This is an optimization exercise on Yosys and OpenROAD, whose aim is a short achievable clock period and few clock cycles, not a production implementation. Only simulation tests tie the RTL to the original design; equivalence was not proved. No activity file was given, so power comes from the tool's default toggle rates.

## config.mk

```make
export PLATFORM = sky130hd
export DESIGN_NAME = cpu
export DESIGN_NICKNAME = cpu
export VERILOG_FILES = /design/flow/design.v
export SDC_FILE = /design/flow/constraint.sdc
export NUM_CORES = 4
export LEC_CHECK = 0
export CAP_MARGIN = 20
export CORE_MARGIN = 2
export CORE_UTILIZATION = 40
export SLEW_MARGIN = 20
```

## constraint.sdc

```tcl
create_clock -name core_clock -period 28.0 [get_ports {clk}]
set_input_delay 5.6000 -clock core_clock [delete_from_list [all_inputs] [get_ports {clk}]]
set_output_delay 5.6000 -clock core_clock [all_outputs]
set_load 0.01 [all_outputs]
```

## design.v

```verilog
module partial_full_adder1b (
    input a, b, c_i,
    output s, p, g
);
wire w1;
    xor U1 (w1, a, b);
    xor U2 (s, w1, c_i);
    or U3 (p, a, b);
    and U4 (g, a, b);
endmodule
module cla_adder8b(
    input [7:0] a, b,  
    input c_i,  
    output c_o,  
    output [7:0] s
  );
    wire c1, c2, c3, c4, c5, c6, c7;
    wire p0, p1, p2, p3, p4, p5, p6, p7;
    wire pc1, pc2, pc3, pc4, pc5, pc6, pc7, pc8;
    wire g1, g2, g3, g4, g5, g6, g7, g8;
    and p01 (pc1, p0, c_i);
    or c01 (c1, g1, pc1);
    and p02 (pc2, p1, c1);
    or c02 (c2, g2, pc2);
    and p03 (pc3, p2, c2);
    or c03 (c3, g3, pc3);
    and p04 (pc4, p3, c3);
    or c04 (c4, g4, pc4);
    and p05 (pc5, p4, c4);
    or c05 (c5, g5, pc5);
    and p06 (pc6, p5, c5);
    or c06 (c6, g6, pc6);
    and p07 (pc7, p6, c6);
    or c07 (c7, g7, pc7);
    and p08 (pc8, p7, c7);
    or c08 (c_o, g8, pc8);
    partial_full_adder1b u0 (.a(a[0]), .b(b[0]), .c_i, .s(s[0]), .p(p0), .g(g1));
    partial_full_adder1b u1 (.a(a[1]), .b(b[1]), .c_i(c1), .s(s[1]), .p(p1), .g(g2));
    partial_full_adder1b u2 (.a(a[2]), .b(b[2]), .c_i(c2), .s(s[2]), .p(p2), .g(g3));
    partial_full_adder1b u3 (.a(a[3]), .b(b[3]), .c_i(c3), .s(s[3]), .p(p3), .g(g4));
    partial_full_adder1b u4 (.a(a[4]), .b(b[4]), .c_i(c4), .s(s[4]), .p(p4), .g(g5));
    partial_full_adder1b u5 (.a(a[5]), .b(b[5]), .c_i(c5), .s(s[5]), .p(p5), .g(g6));
    partial_full_adder1b u6 (.a(a[6]), .b(b[6]), .c_i(c6), .s(s[6]), .p(p6), .g(g7));
    partial_full_adder1b u7 (.a(a[7]), .b(b[7]), .c_i(c7), .s(s[7]), .p(p7), .g(g8));
endmodule
module adder32b (
    input [31:0] a, b,
    input sub,
    output c_o,
    output [31:0] s
);
    wire [31:0] c;
    wire c1, c2, c3;
    assign c = b ^ {32{sub}};
    cla_adder8b u7_0 (.a(a[7:0]), .b(c[7:0]), .c_i(sub), .s(s[7:0]), .c_o(c1));
    cla_adder8b u15_8 (.a(a[15:8]), .b(c[15:8]), .c_i(c1), .s(s[15:8]), .c_o(c2));
    cla_adder8b u23_16 (.a(a[23:16]), .b(c[23:16]), .c_i(c2), .s(s[23:16]), .c_o(c3));
    cla_adder8b u31_24 (.a(a[31:24]), .b(c[31:24]), .c_i(c3), .s(s[31:24]), .c_o(c_o));
endmodule
module and32b (
    input [31:0] a, b,
    output [31:0] s
);
    assign s = a & b;
endmodule
module or32b (
    input [31:0] a, b,
    output [31:0] s
);
    assign s = a | b;
endmodule
module xor32b (
    input [31:0] a, b,
    output [31:0] s
);
    assign s = a ^ b;
endmodule
module left_lshifter (
    input [31:0] a, b,
    output [31:0] s
    );
    assign s = a << b[4:0];
endmodule
module right_shifter (
    input signed [31:0] a, b,
    input sra,
    output reg [31:0] s
);
    always @ (a, b, sra)
        if (sra == 1'b0) s = a >> b[4:0];
        else s = a >>> b[4:0];
endmodule
module comparator_eq (
  input wire [31:0] s,  
  output wire eq
);
  assign eq = ~(|s);
endmodule
module comparator_lt_unsigned (
  input wire c_o, eq,  
  output wire lu 
);
  assign lu = ~(c_o | eq);  
endmodule
module comparator_lt_signed (
  input wire a_sign, b_sign, s_sign, eq,
  output wire ls
);
  assign ls = (a_sign & ~b_sign) | (~eq & s_sign) & (~b_sign | a_sign);
endmodule
module comparator (
  input wire a_sign, b_sign, c_o,  
  input wire [31:0] s,  
  output wire eq, lu, ls
);
  comparator_eq E0 (.s, .eq);
  comparator_lt_unsigned CU0 (.c_o, .eq, .lu);
  comparator_lt_signed CS0 (.a_sign, .b_sign, .s_sign(s[31]), .eq, .ls);
endmodule
module alu (
  input [31:0] a, b,  
  input [2:0] func,  
  input sub_sra,  
  output reg [31:0] s,  
  output wire eq, lu, ls  
);
  wire [31:0] add, b_xor, b_and, b_or, shift_right, shift_left;
  wire c_o;
  adder32b a0 (.a, .b, .s(add), .sub(sub_sra), .c_o);
  and32b band0 (.a, .b, .s(b_and));
  or32b bor0 (.a, .b, .s(b_or));
  xor32b bxor0 (.a, .b, .s(b_xor));
  left_lshifter lefts0 (.a, .b, .s(shift_left));
  right_shifter rights0 (.a, .b, .sra(sub_sra), .s(shift_right));
  comparator c0 (.a_sign(a[31]), .b_sign(b[31]), .s(add), .c_o, .eq, .ls, .lu);
  always @(*) begin
    case (func)
      3'b000: s = add;
      3'b001: s = shift_left;
      3'b010: s = {31'b0, ls};
      3'b011: s = {31'b0, lu};
      3'b100: s = b_xor;
      3'b101: s = shift_right;
      3'b110: s = b_or;
      3'b111: s = b_and;
    endcase
  end
endmodule
module op_decoder (
    input [31:0] insn,
    output [9:0] code
);
wire WU0, WU1, WU2;
    and A0 (code[0], WU0, WU1, ~insn[4]);  
    and A1 (code[1], WU0, ~WU1, ~insn[4]);  
    and A2 (code[2], WU0, WU1, insn[4]);  
    and A3 (code[3], WU0, ~WU1, insn[4]);  
    and A4 (code[4], ~WU0, ~WU1, ~insn[4], WU2);  
    and A5 (code[5], ~WU0, WU1, insn[4]);  
    and A6 (code[6], ~WU0, WU1, ~insn[4]);  
    and A7 (code[7], ~WU0, ~WU1, insn[4], ~WU2);  
    and A8 (code[8], ~WU0, ~WU1, ~insn[4], ~WU2);  
    and A9 (code[9], ~WU0, ~WU1, insn[4], WU2);  
    and U0 (WU0, insn[0], insn[1], insn[2]);
    xor U1 (WU1, insn[6], insn[5], insn[3]);
    and U2 (WU2, insn[6], insn[5]);
endmodule
module immx (
    input [31:0] insn,  
    input [9:0] code,  
    output [31:0] imm  
);
reg [31:0] imm_r;
always @(insn) begin
    case (code)
        10'b0000000001: imm_r = {{12{insn[31]}}, insn[19:12], insn[20], insn[30:21], 1'b0};  
        10'b0000000010, 10'b0010000000, 10'b0100000000: imm_r = {{20{insn[31]}}, insn[31:20]};  
        10'b0000000100, 10'b0000001000: imm_r = {insn[31:12], 12'b0};  
        10'b0000010000: imm_r = {{20{insn[31]}}, insn[7], insn[30:25], insn[11:8], 1'b0};   
        10'b0001000000, 10'b1000000000: imm_r = {{20{insn[31]}}, insn[31:25], insn[11:7]};  
        default: imm_r = 32'hxxxxxxxx;  
    endcase
end
assign imm = imm_r;
endmodule
module decoder_b_insn (
  input wire [31:0] insn,  
  input wire EQ, LS, LU,  
  output reg pc_alu_sel  
);
  wire [2:0] func;  
  assign func = insn[14:12]; 
  always @(insn, EQ, LS, LU) begin
    case (func)
      3'b000: pc_alu_sel = (EQ);
      3'b001: pc_alu_sel = (~EQ);
      3'b100: pc_alu_sel = (LS);
      3'b101: pc_alu_sel = (~LS);
      3'b110: pc_alu_sel = (LU);
      3'b111: pc_alu_sel = (~LU);
      default: pc_alu_sel = 1'bx;
    endcase
  end
endmodule
module decoder_i_insn_alu (
  input wire [31:0] insn,  
  output wire sub_sra  
);
  wire [2:0] func;   
  assign func = insn[14:12];
  assign sub_sra = (~func[2] & func[1]) | (func[2] & ~func[1] & func[0] & insn[30]);
endmodule
module decoder_r_insn (
  input wire [31:0] insn,  
  output wire sub_sra  
);
  assign sub_sra = ((~insn[14]) & insn[13]) | insn[30]; 
endmodule
module gate (
  input wire [9:0] code, dec_data,
  output wire S
);
  assign S = |(code & dec_data);
endmodule
module insn_decoder_clks (
  input wire [31:0] insn,  
  input wire [9:0] code,  
  input wire ex,  
  input wire EQ, LS, LU,  
  output wire sub_sra, addr_sel, pc_next_sel, pc_alu_sel,
  output wire rd_we, mem_we  
);
  wire sub_sra_IA, sub_sra_R;
  wire pc_alu_sel_B;
  wire [9:0] addr_sel_c, pc_next_sel_c, sub_sra_c, pc_alu_sel_c, rd_we_c, mem_we_c;
  decoder_b_insn D0 (.insn(insn), .EQ(EQ), .LS(LS), .LU(LU), .pc_alu_sel(pc_alu_sel_B));
  decoder_i_insn_alu D1 (.insn(insn), .sub_sra(sub_sra_IA));
  decoder_r_insn D5 (.insn(insn), .sub_sra(sub_sra_R));
  assign addr_sel_c = {1'b0, ex, 1'b0, ex, 1'b0, 1'b0, 1'b0, 1'b0, 1'b0, 1'b0};
  assign pc_next_sel_c = {1'b1, 1'b0, 1'b0, 1'b0, 1'b0, 1'b0, 1'b0, 1'b0, 1'b1, ex};
  assign sub_sra_c = {1'b0, 1'b0, sub_sra_IA, 1'b0, sub_sra_R, 1'b1, 1'b0, 1'bx, 1'b0, 1'b0};
  assign pc_alu_sel_c = {1'b0, 1'b0, 1'b0, 1'b0, 1'b0, pc_alu_sel_B, 1'b0,  1'b0, 1'b0, ~ex};
  assign rd_we_c = {1'b0, ex, ex, 1'b0, ex, 1'b0, ex, ex, ex, ex};
  assign mem_we_c = {1'b0, 1'b0, 1'b0, ex, 1'b0, 1'b0, 1'b0, 1'b0, 1'b0, 1'b0};
  gate G0 (.code(code), .dec_data(addr_sel_c), .S(addr_sel));
  gate G1 (.code(code), .dec_data(pc_next_sel_c), .S(pc_next_sel));
  gate G2 (.code(code), .dec_data(sub_sra_c), .S(sub_sra));
  gate G3 (.code(code), .dec_data(pc_alu_sel_c), .S(pc_alu_sel));
  gate G4 (.code(code), .dec_data(rd_we_c), .S(rd_we));
  gate G5 (.code(code), .dec_data(mem_we_c), .S(mem_we));
endmodule
module alu_sel_a (code, alu_sel_a, insn);
input [9:0] code;
input [31:0] insn;
output alu_sel_a;
wire W1;
    assign W1 = (~code[9] & ~code[8] & ~code[7] & ~code[6] & ~code[5] & ~code[4] & ~code[3] & ~code[2] & ~code[1] & code[0]) | (~code[9] & ~code[8] & ~code[7] & ~code[6] & ~code[5] & ~code[4] & code[3] & ~code[2] & ~code[1] & ~code[0]) ;
    assign alu_sel_a = W1 | (code[9] & insn[20]);
endmodule
module alu_sel_b (code, alu_sel_b);
input [9:0] code;
output alu_sel_b;
    assign alu_sel_b = (code[9]|code[8]|code[7]|code[6]|code[5]|~code[4]|code[3]|code[2]|code[1]|code[0]) & (code[9]|code[8]|code[7]|code[6]|~code[5]|code[4]|code[3]|code[2]|code[1]|code[0]);
endmodule
module func_mux (
    code, insn, func
);
    input [2:0] insn;  
    input [9:0] code;  
    output [2:0] func;  
    and U0 (func[0], insn[0], ~code[0], ~code[1], ~code[3], ~code[6], ~code[8], ~code[4]);
    and U1 (func[1], insn[1], ~code[0], ~code[1], ~code[3], ~code[6], ~code[8], ~code[4]);
    and U2 (func[2], insn[2], ~code[0], ~code[1], ~code[3], ~code[6], ~code[8], ~code[4]);
endmodule
module rd_sel (code, rd_sel);
input [9:0] code;
output [1:0] rd_sel;
    assign rd_sel[1] = (code[9]|~code[8]|code[7]|code[6]|code[5]|code[4]|code[3]|code[2]|code[1]|code[0]) & (code[9]|code[8]|code[7]|code[6]|code[5]|code[4]|code[3]|~code[2]|code[1]|code[0]);
    assign rd_sel[0] = (~code[9] & ~code[8] & ~code[7] & ~code[6] & ~code[5] & ~code[4] & ~code[3] & ~code[2] & ~code[1] & code[0]) | (~code[9] & ~code[8] & ~code[7] & ~code[6] & ~code[5] & ~code[4] & ~code[3] & ~code[2] & code[1] & ~code[0]) | (~code[9] & ~code[8] & ~code[7] & ~code[6] & ~code[5] & ~code[4] & ~code[3] & code[2] & ~code[1] & ~code[0]);
endmodule
module control_unit (
  input ex,  
  input [31:0] insn,  
  input LU, LS, EQ,  
  output addr_sel, alu_sel_a, alu_sel_b, pc_next_sel,  pc_alu_sel,  
  output rd_we, mem_we, pc_en, insn_en,  
  output sub_sra,  
  output [31:0] imm,  
  output [1:0] mem_size,  
  output [2:0] mem_extend,  
  output [2:0] func,  
  output [1:0] rd_sel,  
  output [4:0] rs1, rs2, rd  
);
  wire [9:0] code;
  op_decoder OPD0 (.insn(insn), .code(code));
  immx IMMX0 (.insn(insn), .imm(imm), .code(code));  
  insn_decoder_clks IDC0 (.insn(insn), .code(code), .ex(ex), .EQ(EQ), .LS(LS), .LU(LU), .addr_sel(addr_sel), .pc_next_sel(pc_next_sel), .sub_sra(sub_sra), .pc_alu_sel(pc_alu_sel), .rd_we(rd_we), .mem_we(mem_we));  
  alu_sel_a ASA0 (.code(code), .alu_sel_a(alu_sel_a), .insn(insn));  
  alu_sel_b ASB0 (.code(code), .alu_sel_b(alu_sel_b));  
  func_mux F3M0 (.code(code), .insn(insn[14:12]), .func(func));  
  rd_sel RS0 (.code(code), .rd_sel(rd_sel));  
  assign rs1 = insn[19:15];
  assign rs2 = insn[24:20];
  assign rd = insn[11:7];
  assign mem_extend = insn[14:12];
  assign mem_size = insn[13:12];
  assign insn_en = ~ex;
  assign pc_en = ex;
endmodule
module memsx (
    input [2:0] mem_extend,  
    input [31:0] mem_value,  
    output [31:0] mem_extended  
);
reg [31:0] mem_extended_r;
always @(*) begin
    case (mem_extend)
        3'b000: mem_extended_r = {{24{mem_value[7]}},mem_value[7:0]};  
        3'b001: mem_extended_r = {{16{mem_value[15]}}, mem_value[15:0]};  
        3'b010: mem_extended_r = mem_value;  
        3'b100: mem_extended_r = {{24{1'b0}}, mem_value[7:0]};  
        3'b101: mem_extended_r = {{16{1'b0}}, mem_value[15:0]};  
        default: mem_extended_r = 32'hxxxxxxxx;
    endcase    
end
assign mem_extended = mem_extended_r;
endmodule
module mux2to1 (
  input select,  
  input [31:0] I0, I1,  
  output [31:0] data_o  
);
  reg [31:0] data_o_r;  
  always @(*) begin
    case (select)
      1'd0: data_o_r = I0;  
      1'd1: data_o_r = I1;  
    endcase
  end
  assign data_o = data_o_r;
endmodule
module mux4to1 (
  input [1:0] select,  
  input [31:0] I0, I1, I2, I3,  
  output [31:0] data_o  
);
  reg [31:0] data_o_r;  
  always @(*) begin
    case (select)
      2'd0: data_o_r = I0;  
      2'd1: data_o_r = I1;  
      2'd2: data_o_r = I2;  
      2'd3: data_o_r = I3;  
    endcase
  end
  assign data_o = data_o_r;
endmodule
module decoder #(
	parameter InputSize = 3  
) (
    input [InputSize - 1:0] data_i,  
    output reg [(1 << InputSize) - 1:0] data_o  
);
	always @* begin
		data_o = 0;
		data_o[data_i] = 1'b1; 
	end
endmodule
module register #(
    parameter Size = 1  
) (
    input clk,  
    input [Size - 1:0] data_i,  
    input load,  
    output reg [Size - 1:0] data_o  
);
    always @(posedge clk) begin
      if (load) data_o <= data_i;  
    end
endmodule
module regfile #(
    parameter Size = 32
) (
    input clk,  
    input load,  
    input [4:0] rd_addr,  
    input [4:0] rs1_addr,  
    input [4:0] rs2_addr,  
    input [Size - 1:0] rd_i,  
    output [Size - 1:0] rs1_o,  
    output [Size - 1:0] rs2_o  
);
    wire [Size - 1:0] rs[31:0];  
    wire [31:0] dec_o;
	wire [31:0] load_reg;  
    assign rs[0] = {Size{1'b0}};  
    assign load_reg = dec_o & {32{load}};
    assign rs1_o = rs[rs1_addr];
    assign rs2_o = rs[rs2_addr];
    decoder #(5) dec5to32 (.data_i(rd_addr), .data_o(dec_o));
    genvar i;
    generate
        for (i = 1; i < 32; i = i + 1) begin : registers
            register #(.Size(Size)) ri (.clk, .data_i(rd_i), .load(load_reg[i]), .data_o(rs[i]));
		end
	endgenerate   
endmodule
module reg32bit (
    input clk,  
    input rs_i,  
    input en,  
    input [31:0] data_i,
    output reg [31:0] data_o
);
    always @(posedge clk) begin
      if (rs_i) begin
        data_o <= 32'h00000000;
      end
      else if (en) begin
        data_o <= data_i;
      end
    end
endmodule
module dataflow (
  input clk,  
  input sub_sra,  
  input insn_en, pc_en, rd_we,  
  input reset,  
  input pc_next_sel,  
  input pc_alu_sel,  
  input alu_sel_a, alu_sel_b,  
  input addr_sel,  
  input [1:0] rd_sel,  
  input [2:0] func, mem_extend,  
  input [4:0] rs1, rs2, rd,  
  input [31:0] data_o,  
  input [31:0] imm,  
  output [31:0] addr,  
  output [31:0] insn_out,  
  output [31:0] rs2_mem_i,  
  output EQ, LS, LU  
);
  wire [31:0] mem_extended;  
  wire [31:0] insn;  
  wire [31:0] alu_val;  
  wire [31:0] pc;  
  wire [31:0] pc_inc;  
  wire [31:0] pc_selected;  
  wire [31:0] rd_val;  
  wire [31:0] pc_alu_selected;   
  wire [31:0] rs1_val;  
  wire [31:0] rs2_val;  
  wire [31:0] alu_val_a, alu_val_b;  
  wire pc_add_c_o;  
  memsx M0 (.mem_value(data_o), .mem_extended(mem_extended), .mem_extend(mem_extend));
  reg32bit INSNreg (.clk(clk), .rs_i(reset), .en(insn_en), .data_i({data_o[7:0], data_o[15:8], data_o[23:16], data_o[31:24]}), .data_o(insn));
  mux2to1 PCNEXTSEL (.select(pc_next_sel), .I0(pc_inc), .I1(alu_val), .data_o(pc_selected));
  reg32bit PCreg (.clk(clk), .rs_i(reset), .en(pc_en), .data_i(pc_selected), .data_o(pc));
  adder32b PCADD (.a(pc), .b(pc_alu_selected), .sub(1'b0), .s(pc_inc), .c_o(pc_add_c_o));
  mux2to1 PCALUSEL (.select(pc_alu_sel), .I0(32'h00000004), .I1(imm), .data_o(pc_alu_selected));
  mux4to1 RDSEL (.select(rd_sel), .I0(mem_extended), .I1(imm), .I2(alu_val), .I3(pc_inc), .data_o(rd_val));
  regfile #(.Size(32)) REG (.clk(clk), .load(rd_we), .rd_addr(rd), .rs1_addr(rs1), .rs2_addr(rs2), .rd_i(rd_val), .rs1_o(rs1_val), .rs2_o(rs2_val));
  mux2to1 ALUASEL (.select(alu_sel_a), .I0(rs1_val), .I1(pc), .data_o(alu_val_a));
  mux2to1 ALUBSEL (.select(alu_sel_b), .I0(rs2_val), .I1(imm), .data_o(alu_val_b));
  alu ALU0 (.a(alu_val_a), .b(alu_val_b), .func(func), .sub_sra(sub_sra), .s(alu_val), .eq(EQ), .ls(LS), .lu(LU));
  mux2to1 ADDRSEL (.select(addr_sel), .I0(pc), .I1(alu_val), .data_o(addr));
  assign rs2_mem_i = rs2_val;
  assign insn_out = insn;
endmodule
module phase_gen (
    input clk,
    input reset,  
    output reg ex
);
    always @(posedge clk) begin
      if (reset) ex <= 1'b0;
      else ex <= ~ex;
    end
endmodule
module cpu (
  input clk,
  input reset,  
	input wire [31:0] data_o,  
	output mem_we,  
	output [1:0] mem_size,
	output [31:0] addr, data_i
);
  wire sub_sra;  
  wire insn_en, pc_en, rd_we;  
  wire pc_next_sel;  
  wire pc_alu_sel;  
  wire alu_sel_a, alu_sel_b;  
  wire addr_sel;  
  wire [1:0] rd_sel;  
  wire [2:0] func, mem_extend;  
  wire [4:0] rs1, rs2, rd;  
  wire [31:0] insn, imm, dout, rs2_mem_i;  
  wire EQ, LS, LU;  
  wire ex;  
  phase_gen PH0 (.clk(clk), .reset(reset), .ex(ex));
  control_unit CONTROL0 (
    .addr_sel(addr_sel)
    ,.insn(insn)
    ,.pc_next_sel(pc_next_sel)
    ,.pc_alu_sel(pc_alu_sel)
    ,.sub_sra(sub_sra)
    ,.rd_we(rd_we)
    ,.mem_we(mem_we)
    ,.alu_sel_a(alu_sel_a)
    ,.alu_sel_b(alu_sel_b)
    ,.pc_en(pc_en)
    ,.insn_en(insn_en)
    ,.mem_size(mem_size)
    ,.mem_extend(mem_extend)
    ,.func(func)
    ,.rd_sel(rd_sel)
    ,.rs1(rs1)
    ,.rs2(rs2)
    ,.rd(rd)
    ,.EQ(EQ)
    ,.LS(LS)
    ,.LU(LU)
    ,.imm(imm)
    ,.ex(ex));
  dataflow DF0 (
    .clk(clk)
    ,.sub_sra(sub_sra)
    ,.insn_out(insn)
    ,.insn_en(insn_en)
    ,.pc_en(pc_en)
    ,.rd_we(rd_we)
    ,.reset(reset)
    ,.pc_next_sel(pc_next_sel)
    ,.pc_alu_sel(pc_alu_sel)
    ,.alu_sel_a(alu_sel_a)
    ,.alu_sel_b(alu_sel_b)
    ,.addr_sel(addr_sel)
    ,.rd_sel(rd_sel)
    ,.func(func)
    ,.mem_extend(mem_extend)
    ,.rs1(rs1)
    ,.rs2(rs2)
    ,.rd(rd)
    ,.data_o(data_o)
    ,.addr(addr)
    ,.rs2_mem_i(data_i)
    ,.EQ(EQ)
    ,.LS(LS)
    ,.LU(LU)
    ,.imm(imm)
  );
endmodule
```

## run.sh

```bash
#!/bin/bash
# synth_recipe.tcl (not shown) runs the flow's synth.tcl, then flattens the netlist and writes it again
# the make line also repeats each setting of config.mk as NAME=value (left out here)
make -C /OpenROAD-flow-scripts/flow DESIGN_CONFIG=/design/flow/config.mk WORK_HOME=/design/flow/orfs CLKGATE_MAP_FILE= SYNTH_SCRIPT=/design/flow/synth_recipe.tcl finish
```

==> flow_metrics.py <==
metrics = {
    "outcome": {
        "status": "complete, no violations",
    },
    "synth": {
        "synth_edf_count": 992,
        "postSynthCellCount": 5156,
        "synth-main-ff-cell": "edfxtp_1",
        "synth-seq-area-share_pct": 53.34,
        "mappedNetlistArea_mm2": 0.05828,
        "synth_top_cell_by_area": "edfxtp_1",
        "synth_area_per_cell_um2": 11.30,
        "synthArstFlopShare_pct": 0,
        "yosysWarnings": 12,
        "synthTopCellsByArea": "edfxtp_1 (51%), a22oi_1 (5.1%), and3_1 (2.9%), mux2i_1 (2.9%), nor2_1 (2.3%)",
        "synth_cell_types": 108,
        "synth_nets": 5323,
        "synth_top_area_share_pct": 51.11,
        "ys_ff_latch": 1057,
    },
    "placed_design": {
        "dpl.hpwl_um": 269200,
        "dp_cells": 7414,
        "io_buffers": 100,
        "gp_congestion": 1.068,
    },
    "worst_setup_path": {
        "crit_fanout": 15,
        "max_stage_delay_ps": 550,
        "crit_end": "DF0.REG.registers[20].ri.data_o[30]",
        "critPathTopFamily": "adder cells",
        "crit_start": "DF0.INSNreg.data_o[17]",
        "worst_path_max_delay_cell": "nor3_4",
        "critical_path_depth": 88,
        "rr_worst_depth": 88,
        "crit_buf_inv": 12,
        "r2r-end": "DF0.REG.registers[20].ri.data_o[30]",
        "end_kind": "flip-flop",
        "r2r_start": "DF0.INSNreg.data_o[17]",
        "cp.arrival_ps": 27950,
        "reg2reg_slack_ps": 550,
        "path_class": "reg2reg",
        "start_kind": "flip-flop",
        "crit_top_cell": "fa_2",
        "crit_required_ps": 28510,
    },
    "sta": {
        "hold-worst-slack_ps": 502.9,
        "period_minus_slack_ps": 27450,
        "fin_crit_sh_pct": 98.02,
        "rsz0062_at_grt": "false",
        "tightest_slew_ps": 1292,
        "fmax_mhz": 36.44,
        "setup_viol": 0,
        "hold_viol": 0,
        "fin_skew_ps": 85.64,
        "slew_headroom_pct": 13.88,
        "drv_slew": 0,
    },
    "clock_network": {
        "max-clock-path-buffers": 3,
        "clk_pin_slew_ps": 70,
        "clkLatencyLatePin_ps": 800,
        "clock_sinks": 1057,
        "cts_buffers": 114,
        "cts_tree": "built",
        "h-tree-depth": 3,
        "cts_root_buf": "clkbuf_16",
    },
    "layout": {
        "final_common_cell": "edfxtp_1",
        "fill_cells": 13130,
        "fin_nets": 5793,
        "final_cell_mix": "edfxtp_1 (992), buf_4 (645), a22oi_1 (392)",
        "syn_to_final_growth_pct": 20.91,
        "instances_no_fill": 7676,
        "drive_above_1_share_pct": 21.36,
    },
    "detailed_routing": {
        "drt_iter0_drc": 12770,
        "ant_nets": 0,
        "vias": 59260,
        "drc_errors": 0,
        "wl_per_cell_um": 51.30,
        "routed_wl_um": 393800,
        "dr.pass1.iters": 10,
        "viasPerCell": 7.720,
    },
    "floorplanning": {
        "die_h_um": 385.7,
        "initial_core_util_pct": 40.14,
        "io-pin-count": 101,
        "coreArea_mm2": 0.1452,
        "design.die.area_mm2": 0.1488,
        "die_w_um": 385.7,
        "rows": 140,
    },
    "power": {
        "leakage_nw": 24.43,
        "ir_worst_vdd_mv": 0.05906,
        "p_per_area_mw_per_mm2": 70.64,
    },
    "global_routing": {
        "grt_pass1_wl_um": 507800,
        "grt_pass1_vias": 53820,
        "gr-usage-all-layers_pct": 51.50,
        "gr-total-overflow": 0,
        "grt_max_degree": 75,
        "antenna_found_initial": 43,
    },
    "min_path": {
        "min_path_type": "reg2reg",
    },
    "flow_run": {
        "cap_violations": 0,
    },
}
-- worst reg2reg max path: cells and delay by family (launching register included) --
kind	cells	cell delay, ps
AND/OR/NAND/NOR	6	1220
adder cells (fa/ha/maj)	61	22620
AO/OA/AOI/OAI	9	1470
buffers and inverters	12	1470
flip-flops	1	400
-- cells by family after synthesis --
kind of cell | synth area share, %
compound gates | 20.05
mux | 3.787
fa+ha+maj | 3.641
xor+xnor | 0.6311
other cells | 0.006434
flops | 53.34
buf+inv | 3.916
simple gates | 14.63
-- where the power goes --
part	internal (mW)	total (mW)	switching [mW]
combinational	0.375	1.43	1.06
sequential	1.91	1.93	0.0184
clock	0.913	1.62	0.706
total	3.20	4.98	1.78
-- sequential cells by signal (all words and copies together), names as in the netlist --
signal / flops
DF0.REG.registers.ri.data_o: 992
DF0.INSNreg.data_o: 32
DF0.PCreg.data_o: 32
PH0.ex: 1
-- metal layers --
layer | share of wire (%) | routed length, um | vias to the layer above | global-route usage [%]
met5 | 0.23 | 921 | - | 2.242
li1 | - | - | 21670 | -
met3 | 16 | 62140 | 2037 | 21.67
met1 | 34 | 135600 | 28930 | 62.81
met4 | 10 | 40480 | 52 | 40.81
met2 | 39 | 154700 | 6574 | 70.89
-- cell type report --
type                            instances  area (um^2)  share of cell area [%]
Sequential cell                      1057        31130                   44.17
Clock inverter                         77        934.6                   1.326
Antenna cell                           33        82.58                  0.1172
Tap cell                             1917         2399                   3.403
Clock buffer                          139         3019                   4.284
Multi-Input combinational cell       3564        26210                   37.18
Inverter                              118        445.4                  0.6320
Timing Repair Buffer                  771         6261                   8.884
-- stage by stage --
step | setup TNS [ps] | cell area (um^2) | worst slack [ps] | utilization [%] | power (mW)
after floorplan | 0 | 58520 | 7.743 | - | 2.546
after global placement | -69900 | 65940 | -946.4 | 45.41 | 3.278
after detailed placement | -76380 | 66000 | -1011 | 45.45 | 3.276
after CTS | 0 | 70220 | 58.10 | 48.36 | 4.868
after global routing | 0 | 70400 | 51.08 | 48.48 | 5.017
final | 0 | 70470 | 554.3 | 48.53 | 4.978
-- how the worst min path moves through the flow --
stage | end | slack, ps | start | depth (start not counted)
2_1_floorplan | DF0.PCreg.data_o[14] | 470 | DF0.PCreg.data_o[14] | 2
3_3_place_gp | DF0.PCreg.data_o[14] | 480 | DF0.PCreg.data_o[14] | 2
3_5_place_dp | DF0.PCreg.data_o[14] | 480 | DF0.PCreg.data_o[14] | 2
4_1_cts | DF0.PCreg.data_o[14] | 500 | DF0.PCreg.data_o[14] | 2
5_1_grt | DF0.PCreg.data_o[14] | 530 | DF0.PCreg.data_o[14] | 2
6_report | DF0.PCreg.data_o[15] | 500 | DF0.PCreg.data_o[15] | 2
-- Yosys cell counts (32+ instances only) --
| master | instances |
|---|---|
| ha_1 | 72 |
| a2111oi_0 | 74 |
| mux2_2 | 35 |
| o211ai_1 | 44 |
| fa_1 | 61 |
| xnor2_1 | 37 |
| edfxtp_1 | 992 |
| a22oi_1 | 394 |
| a31oi_1 | 37 |
| a211oi_1 | 85 |
| nor3_1 | 112 |
| mux2i_1 | 167 |
| buf_1 | 32 |
| clkbuf_1 | 255 |
| nor4_1 | 40 |
| dfxtp_1 | 65 |
| nand4_1 | 103 |
| nand3_1 | 218 |
| a221oi_1 | 97 |
| buf_2 | 102 |
| a22o_1 | 96 |
| and3_1 | 268 |
| nor2_1 | 359 |
| nand3b_1 | 37 |
| nand2_1 | 230 |
| a21oi_1 | 218 |
| o32ai_1 | 38 |
| inv_1 | 110 |
| o21ai_0 | 168 |
-- what timing repair did --
item,in CTS,in global routing
pin swaps,24,59
endpoints found under the setup margin,127,95
hold buffers,0,0
buffers inserted,7,4
gates cloned,2,0
resized for setup,50,24
Testbench counts, summed over its fixed seeds: cycles 250,908.

==> afterwards: timing with drivers on the ports <==
Ports are ideal in the flow. The routed layout listed here was re-timed in OpenROAD. Step 1: set_driving_cell puts a clkbuf_16 on clk and a buf_2 on each other input, an assumption about the parent block. Step 2 also shifts input and output timing later by t, the mid clock arrival at the registers, as if the neighbouring blocks saw the same clock. Three values: ideal ports, drivers, drivers and shift; two values: the first two.
t, ns: 0.839
setup WS [ns]: 0.554 / 0.554 / 0.554
worst hold slack (ns): 0.503 / 0.503 / 0.503
clock arrival spread, ns: 0.086 / 0.085
pins driven straight from the clock port: 1
After both steps this run still meets setup and hold. For this run, drivers alone change the setup slack by 0.000 ns; drivers and shift together by 0.000 ns.
